Background: an optimization exercise with open tools, aiming at small area and a short achievable clock period. Do not read the settings as production practice. Function was not checked in any run shown here: the RTL went through the layout flow alone.

==> flow/design.v <==
module alu (
    input  [31:0] m,       
    input  [31:0] acc,     
    input         sel_mul,  
    input         sel_m,    
    input         sel_a,    
    output [31:0] result
);
wire [17:0] b = {acc[15:0], 1'b0};
wire [7:0] one, two, ng;
genvar k;
generate for (k = 0; k < 8; k = k + 1) begin : enc
  assign one[k] = b[2*k+1] ^ b[2*k];
  assign two[k] = (b[2*k+2] & ~b[2*k+1] & ~b[2*k]) | (~b[2*k+2] & b[2*k+1] & b[2*k]);
  assign ng[k]  = b[2*k+2];
end endgenerate
wire [17:0] mx = {m[15], m[15:0], 1'b0};
wire pp0_0 = ((one[0] & mx[1]) | (two[0] & mx[0])) ^ ng[0];
wire pp0_1 = ((one[0] & mx[2]) | (two[0] & mx[1])) ^ ng[0];
wire pp0_2 = ((one[0] & mx[3]) | (two[0] & mx[2])) ^ ng[0];
wire pp0_3 = ((one[0] & mx[4]) | (two[0] & mx[3])) ^ ng[0];
wire pp0_4 = ((one[0] & mx[5]) | (two[0] & mx[4])) ^ ng[0];
wire pp0_5 = ((one[0] & mx[6]) | (two[0] & mx[5])) ^ ng[0];
wire pp0_6 = ((one[0] & mx[7]) | (two[0] & mx[6])) ^ ng[0];
wire pp0_7 = ((one[0] & mx[8]) | (two[0] & mx[7])) ^ ng[0];
wire pp0_8 = ((one[0] & mx[9]) | (two[0] & mx[8])) ^ ng[0];
wire pp0_9 = ((one[0] & mx[10]) | (two[0] & mx[9])) ^ ng[0];
wire pp0_10 = ((one[0] & mx[11]) | (two[0] & mx[10])) ^ ng[0];
wire pp0_11 = ((one[0] & mx[12]) | (two[0] & mx[11])) ^ ng[0];
wire pp0_12 = ((one[0] & mx[13]) | (two[0] & mx[12])) ^ ng[0];
wire pp0_13 = ((one[0] & mx[14]) | (two[0] & mx[13])) ^ ng[0];
wire pp0_14 = ((one[0] & mx[15]) | (two[0] & mx[14])) ^ ng[0];
wire pp0_15 = ((one[0] & mx[16]) | (two[0] & mx[15])) ^ ng[0];
wire pp0_16 = ~(((one[0] & mx[17]) | (two[0] & mx[16])) ^ ng[0]);
wire pp1_0 = ((one[1] & mx[1]) | (two[1] & mx[0])) ^ ng[1];
wire pp1_1 = ((one[1] & mx[2]) | (two[1] & mx[1])) ^ ng[1];
wire pp1_2 = ((one[1] & mx[3]) | (two[1] & mx[2])) ^ ng[1];
wire pp1_3 = ((one[1] & mx[4]) | (two[1] & mx[3])) ^ ng[1];
wire pp1_4 = ((one[1] & mx[5]) | (two[1] & mx[4])) ^ ng[1];
wire pp1_5 = ((one[1] & mx[6]) | (two[1] & mx[5])) ^ ng[1];
wire pp1_6 = ((one[1] & mx[7]) | (two[1] & mx[6])) ^ ng[1];
wire pp1_7 = ((one[1] & mx[8]) | (two[1] & mx[7])) ^ ng[1];
wire pp1_8 = ((one[1] & mx[9]) | (two[1] & mx[8])) ^ ng[1];
wire pp1_9 = ((one[1] & mx[10]) | (two[1] & mx[9])) ^ ng[1];
wire pp1_10 = ((one[1] & mx[11]) | (two[1] & mx[10])) ^ ng[1];
wire pp1_11 = ((one[1] & mx[12]) | (two[1] & mx[11])) ^ ng[1];
wire pp1_12 = ((one[1] & mx[13]) | (two[1] & mx[12])) ^ ng[1];
wire pp1_13 = ((one[1] & mx[14]) | (two[1] & mx[13])) ^ ng[1];
wire pp1_14 = ((one[1] & mx[15]) | (two[1] & mx[14])) ^ ng[1];
wire pp1_15 = ((one[1] & mx[16]) | (two[1] & mx[15])) ^ ng[1];
wire pp1_16 = ~(((one[1] & mx[17]) | (two[1] & mx[16])) ^ ng[1]);
wire pp2_0 = ((one[2] & mx[1]) | (two[2] & mx[0])) ^ ng[2];
wire pp2_1 = ((one[2] & mx[2]) | (two[2] & mx[1])) ^ ng[2];
wire pp2_2 = ((one[2] & mx[3]) | (two[2] & mx[2])) ^ ng[2];
wire pp2_3 = ((one[2] & mx[4]) | (two[2] & mx[3])) ^ ng[2];
wire pp2_4 = ((one[2] & mx[5]) | (two[2] & mx[4])) ^ ng[2];
wire pp2_5 = ((one[2] & mx[6]) | (two[2] & mx[5])) ^ ng[2];
wire pp2_6 = ((one[2] & mx[7]) | (two[2] & mx[6])) ^ ng[2];
wire pp2_7 = ((one[2] & mx[8]) | (two[2] & mx[7])) ^ ng[2];
wire pp2_8 = ((one[2] & mx[9]) | (two[2] & mx[8])) ^ ng[2];
wire pp2_9 = ((one[2] & mx[10]) | (two[2] & mx[9])) ^ ng[2];
wire pp2_10 = ((one[2] & mx[11]) | (two[2] & mx[10])) ^ ng[2];
wire pp2_11 = ((one[2] & mx[12]) | (two[2] & mx[11])) ^ ng[2];
wire pp2_12 = ((one[2] & mx[13]) | (two[2] & mx[12])) ^ ng[2];
wire pp2_13 = ((one[2] & mx[14]) | (two[2] & mx[13])) ^ ng[2];
wire pp2_14 = ((one[2] & mx[15]) | (two[2] & mx[14])) ^ ng[2];
wire pp2_15 = ((one[2] & mx[16]) | (two[2] & mx[15])) ^ ng[2];
wire pp2_16 = ~(((one[2] & mx[17]) | (two[2] & mx[16])) ^ ng[2]);
wire pp3_0 = ((one[3] & mx[1]) | (two[3] & mx[0])) ^ ng[3];
wire pp3_1 = ((one[3] & mx[2]) | (two[3] & mx[1])) ^ ng[3];
wire pp3_2 = ((one[3] & mx[3]) | (two[3] & mx[2])) ^ ng[3];
wire pp3_3 = ((one[3] & mx[4]) | (two[3] & mx[3])) ^ ng[3];
wire pp3_4 = ((one[3] & mx[5]) | (two[3] & mx[4])) ^ ng[3];
wire pp3_5 = ((one[3] & mx[6]) | (two[3] & mx[5])) ^ ng[3];
wire pp3_6 = ((one[3] & mx[7]) | (two[3] & mx[6])) ^ ng[3];
wire pp3_7 = ((one[3] & mx[8]) | (two[3] & mx[7])) ^ ng[3];
wire pp3_8 = ((one[3] & mx[9]) | (two[3] & mx[8])) ^ ng[3];
wire pp3_9 = ((one[3] & mx[10]) | (two[3] & mx[9])) ^ ng[3];
wire pp3_10 = ((one[3] & mx[11]) | (two[3] & mx[10])) ^ ng[3];
wire pp3_11 = ((one[3] & mx[12]) | (two[3] & mx[11])) ^ ng[3];
wire pp3_12 = ((one[3] & mx[13]) | (two[3] & mx[12])) ^ ng[3];
wire pp3_13 = ((one[3] & mx[14]) | (two[3] & mx[13])) ^ ng[3];
wire pp3_14 = ((one[3] & mx[15]) | (two[3] & mx[14])) ^ ng[3];
wire pp3_15 = ((one[3] & mx[16]) | (two[3] & mx[15])) ^ ng[3];
wire pp3_16 = ~(((one[3] & mx[17]) | (two[3] & mx[16])) ^ ng[3]);
wire pp4_0 = ((one[4] & mx[1]) | (two[4] & mx[0])) ^ ng[4];
wire pp4_1 = ((one[4] & mx[2]) | (two[4] & mx[1])) ^ ng[4];
wire pp4_2 = ((one[4] & mx[3]) | (two[4] & mx[2])) ^ ng[4];
wire pp4_3 = ((one[4] & mx[4]) | (two[4] & mx[3])) ^ ng[4];
wire pp4_4 = ((one[4] & mx[5]) | (two[4] & mx[4])) ^ ng[4];
wire pp4_5 = ((one[4] & mx[6]) | (two[4] & mx[5])) ^ ng[4];
wire pp4_6 = ((one[4] & mx[7]) | (two[4] & mx[6])) ^ ng[4];
wire pp4_7 = ((one[4] & mx[8]) | (two[4] & mx[7])) ^ ng[4];
wire pp4_8 = ((one[4] & mx[9]) | (two[4] & mx[8])) ^ ng[4];
wire pp4_9 = ((one[4] & mx[10]) | (two[4] & mx[9])) ^ ng[4];
wire pp4_10 = ((one[4] & mx[11]) | (two[4] & mx[10])) ^ ng[4];
wire pp4_11 = ((one[4] & mx[12]) | (two[4] & mx[11])) ^ ng[4];
wire pp4_12 = ((one[4] & mx[13]) | (two[4] & mx[12])) ^ ng[4];
wire pp4_13 = ((one[4] & mx[14]) | (two[4] & mx[13])) ^ ng[4];
wire pp4_14 = ((one[4] & mx[15]) | (two[4] & mx[14])) ^ ng[4];
wire pp4_15 = ((one[4] & mx[16]) | (two[4] & mx[15])) ^ ng[4];
wire pp4_16 = ~(((one[4] & mx[17]) | (two[4] & mx[16])) ^ ng[4]);
wire pp5_0 = ((one[5] & mx[1]) | (two[5] & mx[0])) ^ ng[5];
wire pp5_1 = ((one[5] & mx[2]) | (two[5] & mx[1])) ^ ng[5];
wire pp5_2 = ((one[5] & mx[3]) | (two[5] & mx[2])) ^ ng[5];
wire pp5_3 = ((one[5] & mx[4]) | (two[5] & mx[3])) ^ ng[5];
wire pp5_4 = ((one[5] & mx[5]) | (two[5] & mx[4])) ^ ng[5];
wire pp5_5 = ((one[5] & mx[6]) | (two[5] & mx[5])) ^ ng[5];
wire pp5_6 = ((one[5] & mx[7]) | (two[5] & mx[6])) ^ ng[5];
wire pp5_7 = ((one[5] & mx[8]) | (two[5] & mx[7])) ^ ng[5];
wire pp5_8 = ((one[5] & mx[9]) | (two[5] & mx[8])) ^ ng[5];
wire pp5_9 = ((one[5] & mx[10]) | (two[5] & mx[9])) ^ ng[5];
wire pp5_10 = ((one[5] & mx[11]) | (two[5] & mx[10])) ^ ng[5];
wire pp5_11 = ((one[5] & mx[12]) | (two[5] & mx[11])) ^ ng[5];
wire pp5_12 = ((one[5] & mx[13]) | (two[5] & mx[12])) ^ ng[5];
wire pp5_13 = ((one[5] & mx[14]) | (two[5] & mx[13])) ^ ng[5];
wire pp5_14 = ((one[5] & mx[15]) | (two[5] & mx[14])) ^ ng[5];
wire pp5_15 = ((one[5] & mx[16]) | (two[5] & mx[15])) ^ ng[5];
wire pp5_16 = ~(((one[5] & mx[17]) | (two[5] & mx[16])) ^ ng[5]);
wire pp6_0 = ((one[6] & mx[1]) | (two[6] & mx[0])) ^ ng[6];
wire pp6_1 = ((one[6] & mx[2]) | (two[6] & mx[1])) ^ ng[6];
wire pp6_2 = ((one[6] & mx[3]) | (two[6] & mx[2])) ^ ng[6];
wire pp6_3 = ((one[6] & mx[4]) | (two[6] & mx[3])) ^ ng[6];
wire pp6_4 = ((one[6] & mx[5]) | (two[6] & mx[4])) ^ ng[6];
wire pp6_5 = ((one[6] & mx[6]) | (two[6] & mx[5])) ^ ng[6];
wire pp6_6 = ((one[6] & mx[7]) | (two[6] & mx[6])) ^ ng[6];
wire pp6_7 = ((one[6] & mx[8]) | (two[6] & mx[7])) ^ ng[6];
wire pp6_8 = ((one[6] & mx[9]) | (two[6] & mx[8])) ^ ng[6];
wire pp6_9 = ((one[6] & mx[10]) | (two[6] & mx[9])) ^ ng[6];
wire pp6_10 = ((one[6] & mx[11]) | (two[6] & mx[10])) ^ ng[6];
wire pp6_11 = ((one[6] & mx[12]) | (two[6] & mx[11])) ^ ng[6];
wire pp6_12 = ((one[6] & mx[13]) | (two[6] & mx[12])) ^ ng[6];
wire pp6_13 = ((one[6] & mx[14]) | (two[6] & mx[13])) ^ ng[6];
wire pp6_14 = ((one[6] & mx[15]) | (two[6] & mx[14])) ^ ng[6];
wire pp6_15 = ((one[6] & mx[16]) | (two[6] & mx[15])) ^ ng[6];
wire pp6_16 = ~(((one[6] & mx[17]) | (two[6] & mx[16])) ^ ng[6]);
wire pp7_0 = ((one[7] & mx[1]) | (two[7] & mx[0])) ^ ng[7];
wire pp7_1 = ((one[7] & mx[2]) | (two[7] & mx[1])) ^ ng[7];
wire pp7_2 = ((one[7] & mx[3]) | (two[7] & mx[2])) ^ ng[7];
wire pp7_3 = ((one[7] & mx[4]) | (two[7] & mx[3])) ^ ng[7];
wire pp7_4 = ((one[7] & mx[5]) | (two[7] & mx[4])) ^ ng[7];
wire pp7_5 = ((one[7] & mx[6]) | (two[7] & mx[5])) ^ ng[7];
wire pp7_6 = ((one[7] & mx[7]) | (two[7] & mx[6])) ^ ng[7];
wire pp7_7 = ((one[7] & mx[8]) | (two[7] & mx[7])) ^ ng[7];
wire pp7_8 = ((one[7] & mx[9]) | (two[7] & mx[8])) ^ ng[7];
wire pp7_9 = ((one[7] & mx[10]) | (two[7] & mx[9])) ^ ng[7];
wire pp7_10 = ((one[7] & mx[11]) | (two[7] & mx[10])) ^ ng[7];
wire pp7_11 = ((one[7] & mx[12]) | (two[7] & mx[11])) ^ ng[7];
wire pp7_12 = ((one[7] & mx[13]) | (two[7] & mx[12])) ^ ng[7];
wire pp7_13 = ((one[7] & mx[14]) | (two[7] & mx[13])) ^ ng[7];
wire pp7_14 = ((one[7] & mx[15]) | (two[7] & mx[14])) ^ ng[7];
wire pp7_15 = ((one[7] & mx[16]) | (two[7] & mx[15])) ^ ng[7];
wire pp7_16 = ~(((one[7] & mx[17]) | (two[7] & mx[16])) ^ ng[7]);
wire ts5 = ng[6] ^ pp0_12;
wire s5 = ts5 ^ pp1_10;
wire c6 = (ng[6] & pp0_12) | (ts5 & pp1_10);
wire ts9 = pp0_13 ^ pp1_11;
wire s9 = ts9 ^ pp2_9;
wire c10 = (pp0_13 & pp1_11) | (ts9 & pp2_9);
wire ts13 = ng[7] ^ pp0_14;
wire s13 = ts13 ^ pp1_12;
wire c14 = (ng[7] & pp0_14) | (ts13 & pp1_12);
wire ts15 = pp2_10 ^ pp3_8;
wire s15 = ts15 ^ pp4_6;
wire c16 = (pp2_10 & pp3_8) | (ts15 & pp4_6);
wire ts19 = pp0_15 ^ pp1_13;
wire s19 = ts19 ^ pp2_11;
wire c20 = (pp0_15 & pp1_13) | (ts19 & pp2_11);
wire ts21 = pp3_9 ^ pp4_7;
wire s21 = ts21 ^ pp5_5;
wire c22 = (pp3_9 & pp4_7) | (ts21 & pp5_5);
wire ts25 = 1'b1 ^ pp0_16;
wire s25 = ts25 ^ pp1_14;
wire c26 = (1'b1 & pp0_16) | (ts25 & pp1_14);
wire ts27 = pp2_12 ^ pp3_10;
wire s27 = ts27 ^ pp4_8;
wire c28 = (pp2_12 & pp3_10) | (ts27 & pp4_8);
wire ts29 = pp5_6 ^ pp6_4;
wire s29 = ts29 ^ pp7_2;
wire c30 = (pp5_6 & pp6_4) | (ts29 & pp7_2);
wire ts31 = 1'b1 ^ pp1_15;
wire s31 = ts31 ^ pp2_13;
wire c32 = (1'b1 & pp1_15) | (ts31 & pp2_13);
wire ts33 = pp3_11 ^ pp4_9;
wire s33 = ts33 ^ pp5_7;
wire c34 = (pp3_11 & pp4_9) | (ts33 & pp5_7);
wire ts37 = pp1_16 ^ pp2_14;
wire s37 = ts37 ^ pp3_12;
wire c38 = (pp1_16 & pp2_14) | (ts37 & pp3_12);
wire ts39 = pp4_10 ^ pp5_8;
wire s39 = ts39 ^ pp6_6;
wire c40 = (pp4_10 & pp5_8) | (ts39 & pp6_6);
wire ts41 = 1'b1 ^ pp2_15;
wire s41 = ts41 ^ pp3_13;
wire c42 = (1'b1 & pp2_15) | (ts41 & pp3_13);
wire ts45 = pp2_16 ^ pp3_14;
wire s45 = ts45 ^ pp4_12;
wire c46 = (pp2_16 & pp3_14) | (ts45 & pp4_12);
wire ts53 = ng[4] ^ pp0_8;
wire s53 = ts53 ^ pp1_6;
wire c54 = (ng[4] & pp0_8) | (ts53 & pp1_6);
wire ts57 = pp0_9 ^ pp1_7;
wire s57 = ts57 ^ pp2_5;
wire c58 = (pp0_9 & pp1_7) | (ts57 & pp2_5);
wire ts61 = pp1_8 ^ pp2_6;
wire s61 = ts61 ^ pp3_4;
wire c62 = (pp1_8 & pp2_6) | (ts61 & pp3_4);
wire ts63 = pp4_2 ^ pp5_0;
wire s63 = ts63 ^ s1;
wire c64 = (pp4_2 & pp5_0) | (ts63 & s1);
wire ts65 = pp2_7 ^ pp3_5;
wire s65 = ts65 ^ pp4_3;
wire c66 = (pp2_7 & pp3_5) | (ts65 & pp4_3);
wire ts67 = pp5_1 ^ c2;
wire s67 = ts67 ^ s3;
wire c68 = (pp5_1 & c2) | (ts67 & s3);
wire ts69 = pp4_4 ^ pp5_2;
wire s69 = ts69 ^ pp6_0;
wire c70 = (pp4_4 & pp5_2) | (ts69 & pp6_0);
wire ts71 = c4 ^ s7;
wire s71 = ts71 ^ s5;
wire c72 = (c4 & s7) | (ts71 & s5);
wire ts73 = pp5_3 ^ pp6_1;
wire s73 = ts73 ^ c8;
wire c74 = (pp5_3 & pp6_1) | (ts73 & c8);
wire ts75 = s11 ^ c6;
wire s75 = ts75 ^ s9;
wire c76 = (s11 & c6) | (ts75 & s9);
wire ts77 = pp7_0 ^ c12;
wire s77 = ts77 ^ s17;
wire c78 = (pp7_0 & c12) | (ts77 & s17);
wire ts79 = c10 ^ s13;
wire s79 = ts79 ^ s15;
wire c80 = (c10 & s13) | (ts79 & s15);
wire ts81 = c18 ^ s23;
wire s81 = ts81 ^ c14;
wire c82 = (c18 & s23) | (ts81 & c14);
wire ts83 = c16 ^ s19;
wire s83 = ts83 ^ s21;
wire c84 = (c16 & s19) | (ts83 & s21);
wire ts85 = c24 ^ c20;
wire s85 = ts85 ^ c22;
wire c86 = (c24 & c20) | (ts85 & c22);
wire ts87 = s25 ^ s27;
wire s87 = ts87 ^ s29;
wire c88 = (s25 & s27) | (ts87 & s29);
wire ts89 = s35 ^ c26;
wire s89 = ts89 ^ c28;
wire c90 = (s35 & c26) | (ts89 & c28);
wire ts91 = c30 ^ s31;
wire s91 = ts91 ^ s33;
wire c92 = (c30 & s31) | (ts91 & s33);
wire ts93 = pp7_4 ^ c36;
wire s93 = ts93 ^ c32;
wire c94 = (pp7_4 & c36) | (ts93 & c32);
wire ts95 = c34 ^ s37;
wire s95 = ts95 ^ s39;
wire c96 = (c34 & s37) | (ts95 & s39);
wire ts97 = pp6_7 ^ pp7_5;
wire s97 = ts97 ^ s43;
wire c98 = (pp6_7 & pp7_5) | (ts97 & s43);
wire ts99 = c38 ^ c40;
wire s99 = ts99 ^ s41;
wire c100 = (c38 & c40) | (ts99 & s41);
wire ts101 = pp5_10 ^ pp6_8;
wire s101 = ts101 ^ pp7_6;
wire c102 = (pp5_10 & pp6_8) | (ts101 & pp7_6);
wire ts103 = c44 ^ c42;
wire s103 = ts103 ^ s45;
wire c104 = (c44 & c42) | (ts103 & s45);
wire ts105 = pp4_13 ^ pp5_11;
wire s105 = ts105 ^ pp6_9;
wire c106 = (pp4_13 & pp5_11) | (ts105 & pp6_9);
wire ts107 = pp7_7 ^ s47;
wire s107 = ts107 ^ c46;
wire c108 = (pp7_7 & s47) | (ts107 & c46);
wire ts109 = pp3_16 ^ pp4_14;
wire s109 = ts109 ^ pp5_12;
wire c110 = (pp3_16 & pp4_14) | (ts109 & pp5_12);
wire ts111 = pp6_10 ^ pp7_8;
wire s111 = ts111 ^ c48;
wire c112 = (pp6_10 & pp7_8) | (ts111 & c48);
wire ts113 = 1'b1 ^ pp4_15;
wire s113 = ts113 ^ pp5_13;
wire c114 = (1'b1 & pp4_15) | (ts113 & pp5_13);
wire ts117 = pp4_16 ^ pp5_14;
wire s117 = ts117 ^ pp6_12;
wire c118 = (pp4_16 & pp5_14) | (ts117 & pp6_12);
wire ts125 = pp1_4 ^ pp2_2;
wire s125 = ts125 ^ pp3_0;
wire c126 = (pp1_4 & pp2_2) | (ts125 & pp3_0);
wire ts127 = pp2_3 ^ pp3_1;
wire s127 = ts127 ^ c50;
wire c128 = (pp2_3 & pp3_1) | (ts127 & c50);
wire ts129 = pp4_0 ^ c52;
wire s129 = ts129 ^ s55;
wire c130 = (pp4_0 & c52) | (ts129 & s55);
wire ts131 = c56 ^ s59;
wire s131 = ts131 ^ c54;
wire c132 = (c56 & s59) | (ts131 & c54);
wire ts133 = c60 ^ c58;
wire s133 = ts133 ^ s61;
wire c134 = (c60 & c58) | (ts133 & s61);
wire ts135 = c62 ^ s65;
wire s135 = ts135 ^ c64;
wire c136 = (c62 & s65) | (ts135 & c64);
wire ts137 = c66 ^ s69;
wire s137 = ts137 ^ c68;
wire c138 = (c66 & s69) | (ts137 & c68);
wire ts139 = c70 ^ s73;
wire s139 = ts139 ^ c72;
wire c140 = (c70 & s73) | (ts139 & c72);
wire ts141 = c74 ^ s77;
wire s141 = ts141 ^ c76;
wire c142 = (c74 & s77) | (ts141 & c76);
wire ts143 = c78 ^ c80;
wire s143 = ts143 ^ s81;
wire c144 = (c78 & c80) | (ts143 & s81);
wire ts145 = c82 ^ c84;
wire s145 = ts145 ^ s85;
wire c146 = (c82 & c84) | (ts145 & s85);
wire ts147 = c86 ^ c88;
wire s147 = ts147 ^ s89;
wire c148 = (c86 & c88) | (ts147 & s89);
wire ts149 = c90 ^ c92;
wire s149 = ts149 ^ s93;
wire c150 = (c90 & c92) | (ts149 & s93);
wire ts151 = s97 ^ c94;
wire s151 = ts151 ^ c96;
wire c152 = (s97 & c94) | (ts151 & c96);
wire ts153 = s101 ^ c98;
wire s153 = ts153 ^ c100;
wire c154 = (s101 & c98) | (ts153 & c100);
wire ts155 = c102 ^ s105;
wire s155 = ts155 ^ c104;
wire c156 = (c102 & s105) | (ts155 & c104);
wire ts157 = c106 ^ s109;
wire s157 = ts157 ^ s111;
wire c158 = (c106 & s109) | (ts157 & s111);
wire ts159 = s115 ^ c110;
wire s159 = ts159 ^ s113;
wire c160 = (s115 & c110) | (ts159 & s113);
wire ts161 = pp7_10 ^ c116;
wire s161 = ts161 ^ c114;
wire c162 = (pp7_10 & c116) | (ts161 & c114);
wire ts163 = pp6_13 ^ pp7_11;
wire s163 = ts163 ^ s119;
wire c164 = (pp6_13 & pp7_11) | (ts163 & s119);
wire ts165 = pp5_16 ^ pp6_14;
wire s165 = ts165 ^ pp7_12;
wire c166 = (pp5_16 & pp6_14) | (ts165 & pp7_12);
wire ts173 = pp1_2 ^ pp2_0;
wire s173 = ts173 ^ s121;
wire c174 = (pp1_2 & pp2_0) | (ts173 & s121);
wire ts175 = pp2_1 ^ c122;
wire s175 = ts175 ^ s123;
wire c176 = (pp2_1 & c122) | (ts175 & s123);
wire ts177 = c124 ^ s49;
wire s177 = ts177 ^ s125;
wire c178 = (c124 & s49) | (ts177 & s125);
wire ts179 = s51 ^ c126;
wire s179 = ts179 ^ s127;
wire c180 = (s51 & c126) | (ts179 & s127);
wire ts181 = s53 ^ c128;
wire s181 = ts181 ^ s129;
wire c182 = (s53 & c128) | (ts181 & s129);
wire ts183 = s57 ^ c130;
wire s183 = ts183 ^ s131;
wire c184 = (s57 & c130) | (ts183 & s131);
wire ts185 = s63 ^ c132;
wire s185 = ts185 ^ s133;
wire c186 = (s63 & c132) | (ts185 & s133);
wire ts187 = s67 ^ c134;
wire s187 = ts187 ^ s135;
wire c188 = (s67 & c134) | (ts187 & s135);
wire ts189 = s71 ^ c136;
wire s189 = ts189 ^ s137;
wire c190 = (s71 & c136) | (ts189 & s137);
wire ts191 = s75 ^ c138;
wire s191 = ts191 ^ s139;
wire c192 = (s75 & c138) | (ts191 & s139);
wire ts193 = s79 ^ c140;
wire s193 = ts193 ^ s141;
wire c194 = (s79 & c140) | (ts193 & s141);
wire ts195 = s83 ^ c142;
wire s195 = ts195 ^ s143;
wire c196 = (s83 & c142) | (ts195 & s143);
wire ts197 = s87 ^ c144;
wire s197 = ts197 ^ s145;
wire c198 = (s87 & c144) | (ts197 & s145);
wire ts199 = s91 ^ c146;
wire s199 = ts199 ^ s147;
wire c200 = (s91 & c146) | (ts199 & s147);
wire ts201 = s95 ^ c148;
wire s201 = ts201 ^ s149;
wire c202 = (s95 & c148) | (ts201 & s149);
wire ts203 = s99 ^ c150;
wire s203 = ts203 ^ s151;
wire c204 = (s99 & c150) | (ts203 & s151);
wire ts205 = s103 ^ c152;
wire s205 = ts205 ^ s153;
wire c206 = (s103 & c152) | (ts205 & s153);
wire ts207 = s107 ^ c154;
wire s207 = ts207 ^ s155;
wire c208 = (s107 & c154) | (ts207 & s155);
wire ts209 = c108 ^ s157;
wire s209 = ts209 ^ c156;
wire c210 = (c108 & s157) | (ts209 & c156);
wire ts211 = c112 ^ s159;
wire s211 = ts211 ^ c158;
wire c212 = (c112 & s159) | (ts211 & c158);
wire ts213 = s117 ^ c160;
wire s213 = ts213 ^ s161;
wire c214 = (s117 & c160) | (ts213 & s161);
wire ts215 = c118 ^ s163;
wire s215 = ts215 ^ c162;
wire c216 = (c118 & s163) | (ts215 & c162);
wire ts217 = c120 ^ s165;
wire s217 = ts217 ^ c164;
wire c218 = (c120 & s165) | (ts217 & c164);
wire ts219 = pp7_13 ^ s167;
wire s219 = ts219 ^ c166;
wire c220 = (pp7_13 & s167) | (ts219 & c166);
wire ts221 = pp6_16 ^ pp7_14;
wire s221 = ts221 ^ c168;
wire c222 = (pp6_16 & pp7_14) | (ts221 & c168);
wire s1 = ng[5] ^ pp0_10;
wire c2 = ng[5] & pp0_10;
wire s3 = pp0_11 ^ pp1_9;
wire c4 = pp0_11 & pp1_9;
wire s7 = pp2_8 ^ pp3_6;
wire c8 = pp2_8 & pp3_6;
wire s11 = pp3_7 ^ pp4_5;
wire c12 = pp3_7 & pp4_5;
wire s17 = pp5_4 ^ pp6_2;
wire c18 = pp5_4 & pp6_2;
wire s23 = pp6_3 ^ pp7_1;
wire c24 = pp6_3 & pp7_1;
wire s35 = pp6_5 ^ pp7_3;
wire c36 = pp6_5 & pp7_3;
wire s43 = pp4_11 ^ pp5_9;
wire c44 = pp4_11 & pp5_9;
wire s47 = 1'b1 ^ pp3_15;
wire c48 = 1'b1 & pp3_15;
wire s49 = ng[3] ^ pp0_6;
wire c50 = ng[3] & pp0_6;
wire s51 = pp0_7 ^ pp1_5;
wire c52 = pp0_7 & pp1_5;
wire s55 = pp2_4 ^ pp3_2;
wire c56 = pp2_4 & pp3_2;
wire s59 = pp3_3 ^ pp4_1;
wire c60 = pp3_3 & pp4_1;
wire s115 = pp6_11 ^ pp7_9;
wire c116 = pp6_11 & pp7_9;
wire s119 = 1'b1 ^ pp5_15;
wire c120 = 1'b1 & pp5_15;
wire s121 = ng[2] ^ pp0_4;
wire c122 = ng[2] & pp0_4;
wire s123 = pp0_5 ^ pp1_3;
wire c124 = pp0_5 & pp1_3;
wire s167 = 1'b1 ^ pp6_15;
wire c168 = 1'b1 & pp6_15;
wire s169 = ng[1] ^ pp0_2;
wire c170 = ng[1] & pp0_2;
wire s171 = pp0_3 ^ pp1_1;
wire c172 = pp0_3 & pp1_1;
wire s223 = 1'b1 ^ pp7_15;
wire c224 = 1'b1 & pp7_15;
wire [31:0] tx = {1'b1, c224, c222, c220, c218, c216, c214, c212, c210, c208, c206, c204, c202, c200, c198, c196, c194, c192, c190, c188, c186, c184, c182, c180, c178, c176, c174, c172, c170, s169, pp0_1, ng[0]};
wire [31:0] ty = {1'b0, pp7_16, s223, s221, s219, s217, s215, s213, s211, s209, s207, s205, s203, s201, s199, s197, s195, s193, s191, s189, s187, s185, s183, s181, s179, s177, s175, s173, s171, pp1_0, 1'b0, pp0_0};
wire [31:0] x = sel_mul ? tx : (m & {32{sel_m}});
wire [31:0] y = sel_mul ? ty : (acc & {32{sel_a}});
wire [31:0] g = x & y;
wire [31:0] p = x ^ y;
wire [32:0] cy;
assign cy[0] = 1'b0;
assign cy[1] = g[0] | (p[0] & cy[0]);
assign cy[2] = g[1] | (p[1] & cy[1]);
assign cy[3] = g[2] | (p[2] & cy[2]);
assign cy[4] = g[3] | (p[3] & cy[3]);
assign cy[5] = g[4] | (p[4] & cy[4]);
assign cy[6] = g[5] | (p[5] & cy[5]);
wire G1_0 = g[7] | (p[7] & g[6]);
wire P1_0 = p[7] & p[6];
wire G3_2 = g[9] | (p[9] & g[8]);
wire P3_2 = p[9] & p[8];
wire G5_4 = g[11] | (p[11] & g[10]);
wire P5_4 = p[11] & p[10];
wire G7_6 = g[13] | (p[13] & g[12]);
wire P7_6 = p[13] & p[12];
wire G9_8 = g[15] | (p[15] & g[14]);
wire P9_8 = p[15] & p[14];
wire G11_10 = g[17] | (p[17] & g[16]);
wire P11_10 = p[17] & p[16];
wire G13_12 = g[19] | (p[19] & g[18]);
wire P13_12 = p[19] & p[18];
wire G15_14 = g[21] | (p[21] & g[20]);
wire P15_14 = p[21] & p[20];
wire G17_16 = g[23] | (p[23] & g[22]);
wire P17_16 = p[23] & p[22];
wire G19_18 = g[25] | (p[25] & g[24]);
wire P19_18 = p[25] & p[24];
wire G21_20 = g[27] | (p[27] & g[26]);
wire P21_20 = p[27] & p[26];
wire G23_22 = g[29] | (p[29] & g[28]);
wire P23_22 = p[29] & p[28];
wire G2_0 = g[8] | (p[8] & G1_0);
wire P2_0 = p[8] & P1_0;
wire G3_0 = G3_2 | (P3_2 & G1_0);
wire P3_0 = P3_2 & P1_0;
wire G6_4 = g[12] | (p[12] & G5_4);
wire P6_4 = p[12] & P5_4;
wire G7_4 = G7_6 | (P7_6 & G5_4);
wire P7_4 = P7_6 & P5_4;
wire G10_8 = g[16] | (p[16] & G9_8);
wire P10_8 = p[16] & P9_8;
wire G11_8 = G11_10 | (P11_10 & G9_8);
wire P11_8 = P11_10 & P9_8;
wire G14_12 = g[20] | (p[20] & G13_12);
wire P14_12 = p[20] & P13_12;
wire G15_12 = G15_14 | (P15_14 & G13_12);
wire P15_12 = P15_14 & P13_12;
wire G18_16 = g[24] | (p[24] & G17_16);
wire P18_16 = p[24] & P17_16;
wire G19_16 = G19_18 | (P19_18 & G17_16);
wire P19_16 = P19_18 & P17_16;
wire G22_20 = g[28] | (p[28] & G21_20);
wire P22_20 = p[28] & P21_20;
wire G23_20 = G23_22 | (P23_22 & G21_20);
wire P23_20 = P23_22 & P21_20;
wire G4_0 = g[10] | (p[10] & G3_0);
wire P4_0 = p[10] & P3_0;
wire G5_0 = G5_4 | (P5_4 & G3_0);
wire P5_0 = P5_4 & P3_0;
wire G6_0 = G6_4 | (P6_4 & G3_0);
wire P6_0 = P6_4 & P3_0;
wire G7_0 = G7_4 | (P7_4 & G3_0);
wire P7_0 = P7_4 & P3_0;
wire G12_8 = g[18] | (p[18] & G11_8);
wire P12_8 = p[18] & P11_8;
wire G13_8 = G13_12 | (P13_12 & G11_8);
wire P13_8 = P13_12 & P11_8;
wire G14_8 = G14_12 | (P14_12 & G11_8);
wire P14_8 = P14_12 & P11_8;
wire G15_8 = G15_12 | (P15_12 & G11_8);
wire P15_8 = P15_12 & P11_8;
wire G20_16 = g[26] | (p[26] & G19_16);
wire P20_16 = p[26] & P19_16;
wire G21_16 = G21_20 | (P21_20 & G19_16);
wire P21_16 = P21_20 & P19_16;
wire G22_16 = G22_20 | (P22_20 & G19_16);
wire P22_16 = P22_20 & P19_16;
wire G23_16 = G23_20 | (P23_20 & G19_16);
wire P23_16 = P23_20 & P19_16;
wire G8_0 = g[14] | (p[14] & G7_0);
wire P8_0 = p[14] & P7_0;
wire G9_0 = G9_8 | (P9_8 & G7_0);
wire P9_0 = P9_8 & P7_0;
wire G10_0 = G10_8 | (P10_8 & G7_0);
wire P10_0 = P10_8 & P7_0;
wire G11_0 = G11_8 | (P11_8 & G7_0);
wire P11_0 = P11_8 & P7_0;
wire G12_0 = G12_8 | (P12_8 & G7_0);
wire P12_0 = P12_8 & P7_0;
wire G13_0 = G13_8 | (P13_8 & G7_0);
wire P13_0 = P13_8 & P7_0;
wire G14_0 = G14_8 | (P14_8 & G7_0);
wire P14_0 = P14_8 & P7_0;
wire G15_0 = G15_8 | (P15_8 & G7_0);
wire P15_0 = P15_8 & P7_0;
wire G24_16 = g[30] | (p[30] & G23_16);
wire P24_16 = p[30] & P23_16;
wire G16_0 = g[22] | (p[22] & G15_0);
wire P16_0 = p[22] & P15_0;
wire G17_0 = G17_16 | (P17_16 & G15_0);
wire P17_0 = P17_16 & P15_0;
wire G18_0 = G18_16 | (P18_16 & G15_0);
wire P18_0 = P18_16 & P15_0;
wire G19_0 = G19_16 | (P19_16 & G15_0);
wire P19_0 = P19_16 & P15_0;
wire G20_0 = G20_16 | (P20_16 & G15_0);
wire P20_0 = P20_16 & P15_0;
wire G21_0 = G21_16 | (P21_16 & G15_0);
wire P21_0 = P21_16 & P15_0;
wire G22_0 = G22_16 | (P22_16 & G15_0);
wire P22_0 = P22_16 & P15_0;
wire G23_0 = G23_16 | (P23_16 & G15_0);
wire P23_0 = P23_16 & P15_0;
wire G24_0 = G24_16 | (P24_16 & G15_0);
wire P24_0 = P24_16 & P15_0;
assign cy[7] = g[6] | (p[6] & cy[6]);
assign cy[8] = G1_0 | (P1_0 & cy[6]);
assign cy[9] = G2_0 | (P2_0 & cy[6]);
assign cy[10] = G3_0 | (P3_0 & cy[6]);
assign cy[11] = G4_0 | (P4_0 & cy[6]);
assign cy[12] = G5_0 | (P5_0 & cy[6]);
assign cy[13] = G6_0 | (P6_0 & cy[6]);
assign cy[14] = G7_0 | (P7_0 & cy[6]);
assign cy[15] = G8_0 | (P8_0 & cy[6]);
assign cy[16] = G9_0 | (P9_0 & cy[6]);
assign cy[17] = G10_0 | (P10_0 & cy[6]);
assign cy[18] = G11_0 | (P11_0 & cy[6]);
assign cy[19] = G12_0 | (P12_0 & cy[6]);
assign cy[20] = G13_0 | (P13_0 & cy[6]);
assign cy[21] = G14_0 | (P14_0 & cy[6]);
assign cy[22] = G15_0 | (P15_0 & cy[6]);
assign cy[23] = G16_0 | (P16_0 & cy[6]);
assign cy[24] = G17_0 | (P17_0 & cy[6]);
assign cy[25] = G18_0 | (P18_0 & cy[6]);
assign cy[26] = G19_0 | (P19_0 & cy[6]);
assign cy[27] = G20_0 | (P20_0 & cy[6]);
assign cy[28] = G21_0 | (P21_0 & cy[6]);
assign cy[29] = G22_0 | (P22_0 & cy[6]);
assign cy[30] = G23_0 | (P23_0 & cy[6]);
assign cy[31] = G24_0 | (P24_0 & cy[6]);
assign result = p ^ cy[31:0];
endmodule
module instr_decoder
(
	input  [3:0] opcode,
	input        nzero,      
	output       sel_mul,    
	output       sel_m,      
	output       sel_a,      
	output       pc_load,
	output       mem_wr,
	output       push,
	output       pop
);
wire [15:0] d = 16'd1 << opcode;
assign sel_mul = d[4] | d[11];
assign sel_m   = d[1] | d[3] | d[9] | d[10];
assign sel_a   = ~(d[1] | d[9] | d[4] | d[11]);
assign pc_load = d[7] | (d[5] & nzero) | (d[6] & ~nzero);
assign mem_wr  = d[2] | d[8];
assign push    = d[8];
assign pop     = d[9] | d[10] | d[11];
endmodule
module pc
(
	input        clk, rst,
	input        load,
	input  [7:0] data,
	output [7:0] addr
);
reg [7:0] cnt;
always @ (posedge clk or posedge rst) begin
	if (rst)
		cnt <= 8'd0;
	else
		cnt <= load ? data : cnt + 8'd1;
end
assign addr = cnt;
endmodule
module stack_pointer
(
	input        clk, rst,
	input        push, pop,
	output [7:0] addr
);
reg  [7:0] top;                  
wire [7:0] top_dec = top - 8'd1;  
wire [7:0] top_inc = top + 8'd1;  
always @ (posedge clk or posedge rst) begin
	if (rst)
		top <= 8'd0;             
	else if (push)
		top <= top_dec;
	else if (pop)
		top <= top_inc;
end
assign addr = push ? top_dec : top;
endmodule
module processor
#(
	parameter DATA_WIDTH 	= 32,
	parameter OPCODE_WIDTH 	= 4,
	parameter ALU_OP_WIDTH  = 3,
	parameter DATAMEM_WIDTH = 8,
	parameter INSADDR_WIDTH	= 8,
	parameter INS_WIDTH		= OPCODE_WIDTH + DATAMEM_WIDTH
)
(
	input          clk, rst,
	input          [	INS_WIDTH-1:0] 	instr,
	output         [INSADDR_WIDTH-1:0] 	instr_addr,
	output         mem_wr,
	output         [ DATAMEM_WIDTH-1:0]	mem_addr,
	input  signed  [	DATA_WIDTH-1:0] mem_data_in,
	output signed  [	DATA_WIDTH-1:0] mem_data_out
);
wire sel_mul, sel_m, sel_a, pc_load, sp_push, sp_pop;
reg [DATA_WIDTH-1:0] acc;
instr_decoder id (.opcode(instr[11:8]), .nzero(|acc),
                  .sel_mul(sel_mul), .sel_m(sel_m), .sel_a(sel_a),
                  .pc_load(pc_load), .mem_wr(mem_wr),
                  .push(sp_push), .pop(sp_pop));
wire [DATA_WIDTH-1:0] alu_out;
alu alu (.m(mem_data_in), .acc(acc), .sel_mul(sel_mul), .sel_m(sel_m),
         .sel_a(sel_a), .result(alu_out));
always @ (posedge clk or posedge rst) begin
	if (rst)
		acc <= 0;
	else
		acc <= alu_out;
end
pc pc (.clk(clk), .rst(rst), .load(pc_load), .data(instr[7:0]), .addr(instr_addr));
wire [7:0] sp_addr;
stack_pointer data_sp (.clk(clk), .rst(rst), .push(sp_push), .pop(sp_pop), .addr(sp_addr));
assign mem_data_out = acc;
assign mem_addr     = (sp_push | sp_pop) ? sp_addr : instr[7:0];
endmodule
==> flow/flow/run.sh <==
#!/bin/bash
# Layout flow: the standard flow (standard.sh: ORFS synthesis to final
# layout, unchanged), with the port buffers made of plain buffers
# (sky130_fd_sc_hd__buf_N) instead of the delay buffer the resizer picks by
# default. Every input and output port still gets its own buffer.
export BUFFER_PORTS_ARGS="-buffer_cell sky130_fd_sc_hd__buf_${PORT_BUF:-2}"
bash standard.sh > standard.log 2>&1
==> flow/standard.sh <==
#!/bin/bash
# synth_recipe.tcl (not shown) runs the flow's synth.tcl, then flattens the netlist and writes it again
# the make line also repeats each setting of config.mk as NAME=value (left out here)
make -C /OpenROAD-flow-scripts/flow DESIGN_CONFIG=/design/flow/config.mk WORK_HOME=/design/flow/orfs CLKGATE_MAP_FILE= SYNTH_SCRIPT=/design/flow/synth_recipe.tcl "${@:-finish}"
==> flow/config.mk <==
export PLATFORM = sky130hd
export DESIGN_NAME = processor
export DESIGN_NICKNAME = processor
export VERILOG_FILES = /design/flow/design.v
export SDC_FILE = /design/flow/constraint.sdc
export NUM_CORES = 4
export LEC_CHECK = 0
export ABC_AREA = 1
export CAP_MARGIN = 20
export CORE_MARGIN = 2
export CORE_UTILIZATION = 40
export CTS_BUF_LIST = sky130_fd_sc_hd__clkbuf_4 sky130_fd_sc_hd__clkbuf_8
export SETUP_SLACK_MARGIN = 3
export SLEW_MARGIN = 20
==> flow/constraint.sdc <==
create_clock -name core_clock -period 10.0 [get_ports {clk}]
set_input_delay 2.0000 -clock core_clock [delete_from_list [all_inputs] [get_ports {clk}]]
set_output_delay 2.0000 -clock core_clock [all_outputs]
set_load 0.01 [all_outputs]
==> results of run 1 <==
cells in the final DEF, fill, tap and decap left out, types with 7 or more instances in the layout:
cell type  Yosys  routed
inv_1        138     137
ha_1          52      52
o22ai_1      143     143
xor2_1       141     141
nand3_1       58      58
clkinv_1      16      16
nand2_1      184     184
o21ai_0       49      49
xnor2_1        7       7
dfrtp_1       48      48
a21oi_1       31      31
nand4_1        9       9
nor2_1        47      47
fa_1          93      93
buf_2         29      94
inv_2         10      11
nand2_2       11      11
flip-flops by register name, indices dropped and copies added (netlist names):
register,cells
data_sp.top,8
acc,32
pc.cnt,8
cells by family after synthesis:
group                      count (synthesis)
muxes                                      1
and+or+nand+nor                          336
DFF                                       48
buffers and inverters                    227
xor gates and xnor gates                 148
adders and majority gates                145
AOI/OAI and AO/OA                        254
how the worst max path moves through the flow:
| stage | from | end | slack (ns) | depth (start not counted) |
|---|---|---|---|---|
| after floorplan | mem_data_in[11] | acc[24] | 4.05 | 21 |
| after global placement | mem_data_in[12] | acc[28] | 3.23 | 21 |
| after detailed placement | mem_data_in[8] | acc[28] | 3.21 | 21 |
| after CTS | mem_data_in[8] | acc[28] | 3.55 | 21 |
| after global routing | mem_data_in[10] | acc[30] | 3.15 | 23 |
| final | mem_data_in[12] | acc[24] | 3.47 | 23 |
worst max-delay path: stages:
cell      delay, ns
buf_2          0.11
clkinv_1       0.52
o22ai_1        0.39
xor2_1         0.13
fa_1           0.51
inv_1          0.05
fa_1           0.38
fa_1           0.49
inv_1          0.05
fa_1           0.43
nand2_1        0.07
o21ai_0        0.10
ha_1           0.36
nand2_1        0.09
inv_1          0.04
a21oi_1        0.22
nand2_1        0.20
nand2_1        0.15
nand3_4        0.15
nand2_1        0.14
nand2_1        0.06
nand2_1        0.06
nand2_1        0.04
routing by layer:
layer | vias up | global-route usage (%) | routed length (um)
met1 | 4072 | 34.3 | 12200
li1 | 3920 | - | -
met3 | 53 | 4.76 | 2480
met5 | - | 0 | 0
met2 | 413 | 40.1 | 13100
met4 | 0 | 7.41 | 840
per-stage QoR:
step | worst slack [ns] | hold WS [ns] | utilization (%) | instance area (um^2) | cells
6_report | 3.47 | 0.578 | 44.1 | 9680 | 1482
5_1_grt | 3.15 | 0.657 | 44.1 | 9680 | 1482
4_1_cts | 3.55 | 0.585 | 44.1 | 9680 | 1482
3_5_place_dp | 3.21 | 0.568 | 43.5 | 9560 | 1474
3_3_place_gp | 3.23 | 0.562 | 43.5 | 9560 | 1474
2_1_floorplan | 4.05 | 0.565 | - | 9030 | 1159
cell type report:
class                           instances  area share, %
Timing Repair Buffer                   97           5.10
Inverter                              165           6.48
Clock buffer                            5          0.711
Multi-Input combinational cell        884           71.2
Sequential cell                        48           12.4
Clock inverter                          3          0.491
Tap cell                              280           3.62
==> results.txt, run 1 <==
- The number of cells on the worst reg-to-reg path is 21.
- The number of cells upsized or downsized after cts is 0.
- The ratio of cells with drive above 1 in the final layout is 12.6%.
- A synthesized cell averages 7.79 um^2.
- The worst hold path begins at pc.cnt[0].
- The vertical die dimension is 154 um.
- The global-route wire length before repair is 47.0 mm.
- The combinational family with the most area after synthesis is adder cells.
- The number of filler cells placed in the layout is 2170.
- The cts-stage hold buffer count is 0.
- The commonest cells after synthesis are nand2_1 (184), o22ai_1 (143), xor2_1 (141), inv_1 (138), fa_1 (93).
- After the last flow step, the layout net total stands at 1392.
- The post-CTS setup buffer count is 0.
- Sequential elements use 13.3% of the synthesized area.
- The pin count of the biggest net entering global routing is 49.
- The most used flip-flop cell after synthesis is dfrtp_1.
- Before antenna repair, the detailed router went through 7 iterations.
- The final sum of negative setup slack is 0 ns.
- The post-detailed-route wirelength per cell is 19.3 um.
- The tightest min-delay check is of the reg2reg type.
- The fraction of the mapped netlist area in compound gates is 17.0%.
- Of the total synthesized cell area, the portion taken by full adders, half adders and majority gates is 27.8%.
- The critical setup path kind is in2reg.
- The run finished with no timing, DRC or antenna violations.
- The number of hold violations in the final report is 0.
- The placed wire-length estimate after detailed placement is 21.5 mm.
- The number of maximum-capacitance violations is 0.
- The proportion of register bits with asynchronous set or reset after synthesis is 100%.
- The clock drives 48 sinks.
- The highest clock frequency the design can meet is 153 MHz.
- The clock root buffer is clkbuf_8.
- The die span in x is 154 um.
- The share of synthesized cell area in and, or, nand and nor gates is 17.0%.
- The max-slew headroom at the worst pin is 43.7%.
- The end of the worst register-to-register path is acc[24].
- The routed design could run at a clock period as short as 6.53 ns.
- The required arrival time at the worst endpoint is 10.22 ns.
- The actual transition at the worst max-transition pin is 0.844 ns.
- The worst setup path is captured at a flop.
- Buffers placed on the I/O ports in this run total 94.
- When the netlist entered floorplanning its net count stood at 1350.
- The area share of the largest cell type after synthesis is 20.6%.
- The number of vias per cell after detailed routing is 5.71.
- At the later pin of the worst-skew pair, clock insertion delay measures 0.33 ns.
- The overall via count from detail_route is 8458.
- The detailed router finished its first iteration with 669 violations.
- After synthesis the cells add up to 0.00903 mm^2.
- The hold path endpoint is pc.cnt[0].
- The area added between synthesis and finish is 7.15%.
- Setup repair after global routing left no endpoint under its margin.
- The setup slack of the worst register-to-register path is 3.78 ns.
- In the post-synthesis netlist, the biggest area contributors are fa_1 (21%), xor2_1 (14%), dfrtp_1 (13%).
- The worst clock skew is 0.0109 ns.
- The netlist uses 47 different library cells.
- By instance count, the leading cell after synthesis is nand2_1.
- The floorplan has 54 rows.
- The global-route congestion overflow total is 0.
- The clock slew seen by the registers of the worst setup and hold paths is 0.10 ns.
- The via count of the first global-routing pass is 8565.
- Global routing used 24.9% of the available tracks across all layers.
- The number of synthesized register bits is 48.
- After layout, the worst path uses 65.3% of the clock period.
- The H-tree depth is 2.
- The number of antenna violations at the first check in global routing is 0.
- The setup-violating endpoint count in the final report is 0.
- In the final layout, the multi-input gates occupy 0.00689 mm^2.
- The reg-to-reg startpoint is acc[13].
- The overall die area is 0.0238 mm^2.
- The number of buffers created by CTS is 5.
- The final max-slew violation count is 0.
- The core region area is 0.0220 mm^2.
- The initial utilization of the core area, before any placement, comes to 41.1%.
- At the end of routability-driven placement, the weighted congestion stood at 0.891.
- The synthesized instance count is 1159.
- The multiplexer fraction of the synthesized cell area is 0.111%.
- The remaining antenna violation count after routing is 0.
- In the routed design, unresolved DRC markers number 0.
- STA puts the critical path data arrival time at 6.76 ns.
- The largest fanout of any net on the critical path is 17.
- TritonCTS built the clock tree.
- During I/O placement, the number of pins put on the boundary was 95.
- The sequential cells in the finished layout cover a total of 0.00120 mm^2.
- The count of warnings emitted by yosys is 3.
- The clock passes through at most 2 buffers.
- The post-synthesis xor/xnor area fraction is 14.4%.
- 0 antenna diodes ended up in the layout.
- The number of synthesized flops with an enable pin is 0.
- The cell taking the most area after synthesis is fa_1.
- The worst hold path depth is 3.
- The worst setup path is launched from an input pin.
- The routed design has 28.6 mm of wire.
==> run 2: changes to the inputs <==
--- a/flow/config.mk
+++ b/flow/config.mk
@@ -12,3 +12,3 @@
 export CTS_BUF_LIST = sky130_fd_sc_hd__clkbuf_4 sky130_fd_sc_hd__clkbuf_8
-export SETUP_SLACK_MARGIN = 3
+export SETUP_SLACK_MARGIN = 4
 export SLEW_MARGIN = 20
==> run 2 against run 1 <==
Critical path depth down 2. Synthesized area unchanged. Clock skew up 0.0038 ns. Critical endpoint is now acc[29]. Core utilization up 3.0 points. Non-clock buffer count up 24.
==> results.txt, run 2 <==
- The run finished with no timing, DRC or antenna violations.
- For this run, design rule violations remaining after detail routing come to 0.
- The count of nets after finishing is 1421.
- The overall die area is 0.0238 mm^2.
- The flip-flop count of the largest register after layout is 32.
- The proportion of register bits with asynchronous set or reset after synthesis is 100%.
- The cell with the most instances after synthesis is nand2_1.
- The via count of the first global-routing pass is 8648.
- The share of synthesized area occupied by flip-flops and latches is 13.3%.
- The final max-slew violation count is 0.
- The largest registers in the layout are acc: 32 flops, data_sp.top: 8 flops, pc.cnt: 8 flops.
- The routability-driven placement congestion ratio is 0.891.
- The largest incremental delay on the critical path is 0.53 ns.
- The min-delay analysis places its worst path in the category reg2reg.
- The post-detailed-route wirelength per cell is 19.9 um.
- The count of nets left with antenna violations once routing finished came out at 0.
- The detailed router's first-iteration violation count is 739.
- The largest fanout of any net on the critical path is 17.
- Leaving out fill and tap cells, the most frequent cell in the layout is nand2_1.
- The number of buffers created by CTS is 5.
- The category of the worst setup path launch point is an input pin.
- Leaving out fill and tap cells, the most frequent cells in the layout are nand2_1 (173), xor2_1 (135), inv_1 (134).
- Synthesis handed over a netlist of 1159 instances.
- The critical path goes through buf_2 -> inv_8 -> o22ai_1 -> xor2_1 -> fa_1 -> fa_1 -> fa_1 -> inv_1 -> fa_1 -> a22o_1 -> ha_1 -> nand2_2 -> nor2_4 -> nand2_1 -> nor2_2 -> nor2_4 -> nand3_4 -> nand2_1 -> nand2_1 -> nand2_1 -> nand2_1.
- The prevailing post-synth register cell is dfrtp_1.
- The pin count of the biggest net entering global routing is 49.
- For the final routed database, the setup TNS stands at 0 ns.
- The first global-routing pass estimated 47.8 mm of wire.
- Before antenna repair, the detailed router went through 5 iterations.
- The layout has 2126 filler cells.
- The setup path with the least slack is of type in2reg.
- In this run the count of I/O pins placed on the die edge is 95.
- The number of antenna violations at the first check in global routing is 0.
- The overall via count from detail_route is 8640.
- The required arrival time at the worst endpoint is 10.21 ns.
- At the pin with the least slew margin, the transition time is 0.925 ns.
- The clock insertion delay at the later pin of the skew report is 0.33 ns.
- The global-route congestion overflow total is 0.
- The number of nets produced by synthesis is 1350.
- The clock slew seen by the registers of the worst setup and hold paths is 0.10 ns.
- Counting every sink on the clock net gives 48.
- Summing all multi-input logic gate instances after layout gives 0.00725 mm^2.
- Setup repair after global routing left no endpoint under its margin.
- Relative to the synthesized area, the layout overhead comes to 14.4%.
- In this run, post-CTS hold repair placed 0 buffers.
- For this configuration, the core starts out at a cell density of 41.1%.
- The number of maximum-capacitance violations is 0.
- The longest clock path from root to sink contains 2 buffers.
- The number of vias per cell after detailed routing is 5.72.
- The setup-violating endpoint count in the final report is 0.
- The number of hold violations in the final report is 0.
- Ranked by instance count, the synthesized netlist is headed by nand2_1 (184), o22ai_1 (143), xor2_1 (141), inv_1 (138), fa_1 (93).
- The die span in x is 154 um.
- The worst hold margin is 0.579 ns.
- The highest clock frequency the design can meet is 171 MHz.
- The standard-cell row count is 54.
- In the final layout, flip-flops and latches occupy 0.00120 mm^2.
- In this run the mean area of a mapped cell was 7.79 um^2.
- The placed wire-length estimate after detailed placement is 21.5 mm.
- The arrival time of the worst setup path is 6.06 ns.
- The top cell type by area accounts for 20.6% of the synthesized area.
- The antenna diode count is 0.
- The post-detailed-routing wire length is 30.1 mm.
- The number of synthesized flops with an enable pin is 0.
- In the final layout, the share of cells above drive strength 1 is 19.8%.
- The count of warnings emitted by yosys is 3.
- Ranked by flip-flop count, first place goes to acc.
- Yosys attributes the largest share of cell area to fa_1 (21%), xor2_1 (14%), dfrtp_1 (13%).
- Global routing used 25.4% of the available tracks across all layers.
- The worst-path cell with the longest stage delay is fa_1.
- Clock skew on the completed layout was measured at 0.0147 ns.
- In this run the cell area of the synthesized design comes to 0.00903 mm^2.
- The H-tree was split into 2 levels.
- Of the available clock period, the critical path in the final layout requires 58.4%.
- The number of different library cells used by synthesis comes to 47.
- Subtracting the final worst setup slack from the clock period gives 5.84 ns.
- The die is 154 um tall.
- The type of element capturing the critical path is a flop.
- In this run the tightest slew margin relative to its limit is 38.4%.
- The number of synthesized register bits is 48.
- The most frequent cell on the critical path is nand2_1.
- The total area inside the core boundary comes to 0.0220 mm^2.
- TritonCTS built the clock tree.
- CTS placed an instance of clkbuf_8 at the clock tree root.
- The count of buffers added on input and output ports is 94.
- The cell taking the most area after synthesis is fa_1.
==> run 2: repair_timing <==
action,4_1_cts,5_1_grt
cloned,2,3
pin swaps,2,23
gates resized for setup,33,80
setup buffers,2,22
endpoints found under the setup margin,19,19
==> run 2: kinds of logic (layout without fill, tap and decap cells) <==
group / after synthesis / after routing / synth area share (%)
flip-flops: 48 / 48 / 13.3
adder cells (fa/ha/maj): 145 / 145 / 27.8
buffers and inverters: 227 / 295 / 10.4
XOR/XNOR: 148 / 148 / 14.4
AND/OR/NAND/NOR: 336 / 340 / 17.0
multiplexers: 1 / 1 / 0.111
AO/OA/AOI/OAI: 254 / 254 / 17.0
==> run 2: layout make-up <==
| class | count | area share, % |
|---|---|---|
| Clock buffer | 5 | 0.666 |
| Clock inverter | 3 | 0.460 |
| Sequential cell | 48 | 11.6 |
| Inverter | 165 | 7.02 |
| Timing Repair inverter | 1 | 0.0484 |
| Timing Repair Buffer | 121 | 6.65 |
| Tap cell | 280 | 3.39 |
| Multi-Input combinational cell | 888 | 70.1 |
==> run 2: worst paths after layout <==
| check | from | to | slack [ns] | depth (start not counted) |
|---|---|---|---|---|
| setup / recovery | mem_data_in[8] | acc[29] | 4.16 | 21 |
| hold / removal | pc.cnt[0] | pc.cnt[0] | 0.58 | 3 |
| setup reg to reg | acc[7] | acc[29] | 4.23 | 22 |
| hold reg to reg | pc.cnt[0] | pc.cnt[0] | 0.58 | 3 |
| max in group asynchronous | rst | acc[9] | 7.70 | 3 |
| min in group asynchronous | rst | pc.cnt[0] | 1.83 | 3 |
==> run 2: critical path, delay by kind of cell <==
family                   cells  cell delay, ns
AO/OA/AOI/OAI                2            0.44
XOR/XNOR                     1            0.24
adder cells (fa/ha/maj)      5            2.15
buffers and inverters        3            0.26
AND/OR/NAND/NOR             10            0.95
==> run 2: routing by layer <==
layer	vias up	track usage (%)	part of all wire, %
met5	-	0	0
met4	0	7.58	2.8
met3	58	4.93	8.4
met2	426	41.0	47
met1	4182	34.8	42
li1	3974	-	-
==> run 2: through the flow <==
step | instances | worst slack (ns) | instance area [um^2] | utilization, %
6_report | 1511 | 4.16 | 10300 | 47.1
5_1_grt | 1511 | 3.97 | 10300 | 47.1
4_1_cts | 1486 | 4.01 | 9810 | 44.7
3_5_place_dp | 1474 | 3.21 | 9560 | 43.5
3_3_place_gp | 1474 | 3.23 | 9560 | 43.5
2_1_floorplan | 1159 | 4.05 | 9030 | -

-- afterwards: timing with drivers on the ports --
In the flow no input, the clock included, has a driving cell. The finished layouts below were timed again as built, in two steps. Step 1 (the two cells are an assumption about what drives the block):
set clk [get_ports {clk}]
set_driving_cell -lib_cell sky130_fd_sc_hd__clkbuf_16 $clk
set_driving_cell -lib_cell sky130_fd_sc_hd__buf_2 [delete_from_list [all_inputs] $clk]
Step 2 also shifts input and output timing later by t, the mid clock arrival at the registers, as if the neighbouring blocks saw the same clock. Slacks: ideal ports / drivers / drivers and shift; pairs: ideal ports / drivers.
| run | t, ns | slack for setup (ns) | latest minus earliest clock arrival (ns) | worst slew at a driven data input, ns | pins driven straight from the clock port |
|---|---|---|---|---|---|
| run 1 | 0.358 | 3.470 / 3.470 / 3.112 | 0.011 / 0.011 | 0.04 | 1 |
| run 2 | 0.354 | 4.158 / 4.171 / 3.817 | 0.015 / 0.015 | 0.04 | 1 |
After both steps setup and hold are still met in every run listed. For run 1, which loses most, drivers alone change the setup slack by 0.000 ns; drivers and shift together by -0.358 ns.
